From an optimization exercise on the open Yosys and OpenROAD flow, aimed at small area and a short achievable clock period; shortcuts taken in it are not production practice. At most, simulation tests tie the RTL to the original design; equivalence was not proved.

red:
==> flow/design.v (excerpt) <==
module RF_ALU (input clk,
               input RegSet,
               input RegWrite,
               input [3:0] ALU_control,
               input [31:0] instr,
               input [31:0] Writedata,
               output reg [31:0] rd1,
               output reg [31:0] rd2,
               output [31:0] ALU_result,
               output reg Zero);
Size in the first run: roughly 1200 flip-flops, about 170 I/O pins, ~0.053 mm² of cells after synthesis.
==> flow/config.mk <==
export PLATFORM = sky130hd
export DESIGN_NAME = RF_ALU
export DESIGN_NICKNAME = RF_ALU
export VERILOG_FILES = /design/flow/design.v
export SDC_FILE = /design/flow/constraint.sdc
export NUM_CORES = 8
export LEC_CHECK = 0
export CAP_MARGIN = 20
export CORE_MARGIN = 2
export CORE_UTILIZATION = 40
export SETUP_SLACK_MARGIN = 5
export SLEW_MARGIN = 20
export SYNTH_HIERARCHICAL = 1
==> flow/constraint.sdc <==
create_clock -name core_clock -period 9.0 [get_ports {clk}]
set_input_delay 1.8000 -clock core_clock [delete_from_list [all_inputs] [get_ports {clk}]]
set_output_delay 1.8000 -clock core_clock [all_outputs]
set_load 0.01 [all_outputs]
run.sh (not shown) runs the stock make flow with config.mk's settings and CLKGATE_MAP_FILE= SYNTH_SCRIPT=/design/flow/synth_recipe.tcl, a recipe that flattens the netlist after the stock synthesis.
Modified inputs, blue compared to red
--- a/flow/design.v
+++ b/flow/design.v
@@ -2,17 +2,17 @@
                input RegSet,
                input RegWrite,
                input [3:0] ALU_control,
                input [31:0] instr,
                input [31:0] Writedata,
                output reg [31:0] rd1,
                output reg [31:0] rd2,
                output [31:0] ALU_result,
-               output reg Zero);
+               output Zero);
 wire [4:0] rs1 = instr[19:15];
 wire [4:0] rs2 = instr[24:20];
 wire [4:0] rd  = instr[11:7];
 reg        pend_v;
 reg        pend_alu;
 reg [4:0]  pend_rd;
 reg [31:0] pend_wd;
 reg [31:0] regs [1:31];
@@ -540,16 +540,17 @@
 g_oai21 p4g24 (.a1(l4t_24), .a2(l4g_8), .b1(l4g_24), .y(l5g_24));
 g_oai21 p4g25 (.a1(l4t_25), .a2(l4g_9), .b1(l4g_25), .y(l5g_25));
 g_oai21 p4g26 (.a1(l4t_26), .a2(l4g_10), .b1(l4g_26), .y(l5g_26));
 g_oai21 p4g27 (.a1(l4t_27), .a2(l4g_11), .b1(l4g_27), .y(l5g_27));
 g_oai21 p4g28 (.a1(l4t_28), .a2(l4g_12), .b1(l4g_28), .y(l5g_28));
 g_oai21 p4g29 (.a1(l4t_29), .a2(l4g_13), .b1(l4g_29), .y(l5g_29));
 g_oai21 p4g30 (.a1(l4t_30), .a2(l4g_14), .b1(l4g_30), .y(l5g_30));
 g_oai21 p4g31 (.a1(l4t_31), .a2(l4g_15), .b1(l4g_31), .y(l5g_31));
+assign Zero = (rd1 == rd2);
 assign ALU_result[0] = alu_p[0];
 g_xnor2 s1 (.a(alu_p[1]), .b(alu_g[0]), .y(ALU_result[1]));
 g_xor2 s2 (.a(alu_p[2]), .b(alu_g[1]), .y(ALU_result[2]));
 g_xnor2 s3 (.a(alu_p[3]), .b(alu_g[2]), .y(ALU_result[3]));
 g_xnor2 s4 (.a(alu_p[4]), .b(alu_g[3]), .y(ALU_result[4]));
 g_xor2 s5 (.a(alu_p[5]), .b(alu_g[4]), .y(ALU_result[5]));
 g_xor2 s6 (.a(alu_p[6]), .b(alu_g[5]), .y(ALU_result[6]));
 g_xor2 s7 (.a(alu_p[7]), .b(alu_g[6]), .y(ALU_result[7]));
@@ -575,17 +576,16 @@
 g_xor2 s27 (.a(alu_p[27]), .b(l5g_26), .y(ALU_result[27]));
 g_xor2 s28 (.a(alu_p[28]), .b(l5g_27), .y(ALU_result[28]));
 g_xor2 s29 (.a(alu_p[29]), .b(l5g_28), .y(ALU_result[29]));
 g_xor2 s30 (.a(alu_p[30]), .b(l5g_29), .y(ALU_result[30]));
 g_xor2 s31 (.a(alu_p[31]), .b(l5g_30), .y(ALU_result[31]));
 always @(posedge clk) begin
     rd1 <= a;
     rd2 <= b;
-    Zero <= (a == b);
     alu_p <= op_arith ? (a ^ b) : op_and ? (a & b) : op_or ? (a | b) : ALU_result;
     alu_g[0] <= g0n[0];
     alu_g[1] <= l1g_1;
     alu_g[2] <= l2g_2;
     alu_g[3] <= l2g_3;
     alu_g[4] <= l3g_4;
     alu_g[5] <= l3g_5;
     alu_g[6] <= l3g_6;
@@ -640,34 +640,30 @@
     alu_t[31] <= l3t_31;
     pend_v   <= (RegWrite || RegSet) && (rd != 5'd0);
     pend_alu <= RegWrite;
     pend_rd  <= rd;
     pend_wd  <= Writedata;
 end
 endmodule
 module rf_mux32 (input [31:0] sel, input [31:0] d, output q);
-wire [15:0] t;
 wire [3:0] u;
 wire [1:0] v;
 genvar j;
 generate
-    for (j = 0; j < 16; j = j + 1) begin : l1
-        g_aoi22 x (.a1(sel[2*j]), .a2(d[2*j]), .b1(sel[2*j+1]), .b2(d[2*j+1]), .y(t[j]));
-    end
-    for (j = 0; j < 4; j = j + 1) begin : l2
-        g_nand4 x (.a(t[4*j]), .b(t[4*j+1]), .c(t[4*j+2]), .d(t[4*j+3]), .y(u[j]));
+    for (j = 0; j < 4; j = j + 1) begin : l1
+        rf_mux8 x (.sel(sel[8*j +: 8]), .d(d[8*j +: 8]), .y(u[j]));
     end
 endgenerate
 g_nor2 v0 (.a(u[0]), .b(u[1]), .y(v[0]));
 g_nor2 v1 (.a(u[2]), .b(u[3]), .y(v[1]));
 g_nand2 o (.a(v[0]), .b(v[1]), .y(q));
 endmodule
-module g_aoi22 (input a1, input a2, input b1, input b2, output y);
-assign y = ~((a1 & a2) | (b1 & b2));
+module rf_mux8 (input [7:0] sel, input [7:0] d, output y);
+assign y = |(sel & d);
 endmodule
 module g_ao22 (input a1, input a2, input b1, input b2, output y);
 assign y = (a1 & a2) | (b1 & b2);
 endmodule
 module g_aoi21 (input a1, input a2, input b1, output y);
 assign y = ~((a1 & a2) | b1);
 endmodule
 module g_oai21 (input a1, input a2, input b1, output y);
--- outcome ---
- Worst max-slew margin expressed relative to the limit in blue is 4.4 points above red.
- Sequential share of the synthesized area was higher in blue than in red.
- Comparing blue against red, there is no change at all in number of input and output port buffers inserted.
- Of the two values seen for path type of the worst setup path, in -> reg was produced by red and reg -> reg by blue.
- Cell area | blue vs red | blue smaller
- Total inserted antenna cells sits higher in blue than in red.
- Re die span in y: blue and red aren't equal, and the higher value belongs to red.
- On count of standard-cell rows: blue sits below red.
- What blue reported for wire length of the first global-routing pass has to be multiplied by 1.10 to get the figure for red.
- Via count of the first global-routing pass, blue and red: larger value in red
- Status: sequential cell count parity (red, blue)
- Max sequential fraction of total cell area across blue and red: blue
- Number of buffers other than clock buffers in the final layout: blue vs red down about 40%
For red, only the layout was checked, not whether the RTL still works.

[static timing again, ports no longer ideal]
Ports are ideal in the flow. The routed layouts listed here were re-timed in OpenROAD. Step 1 (the two cells are an assumption about what drives the block):
set clk [get_ports {clk}]
set_driving_cell -lib_cell sky130_fd_sc_hd__clkbuf_16 $clk
set_driving_cell -lib_cell sky130_fd_sc_hd__buf_2 [delete_from_list [all_inputs] $clk]
Step 2 adds t to the input delays and takes it off the output delays; t is the mean of the earliest and latest rising clock arrival at the registers after step 1. Input paths then give back, and output paths get back, about the clock's delay inside the block. Three values: no drivers, after step 1, after step 2; two values: the first two.
| run | shift t [ns] | setup slack, ns | worst hold slack (ns) | worst setup path after step 2 |
|---|---|---|---|---|
| red | 0.829 | 4.595 / 4.632 / 3.803 | 0.546 / 0.546 / 0.546 | input to register |
| blue | 0.795 | 4.916 / 4.820 / 4.025 | 0.512 / 0.512 / 0.512 | input to register |
After both steps every run listed still meets setup and hold. For blue, which loses most, drivers alone change the setup slack by -0.096 ns; drivers and shift together by -0.891 ns.
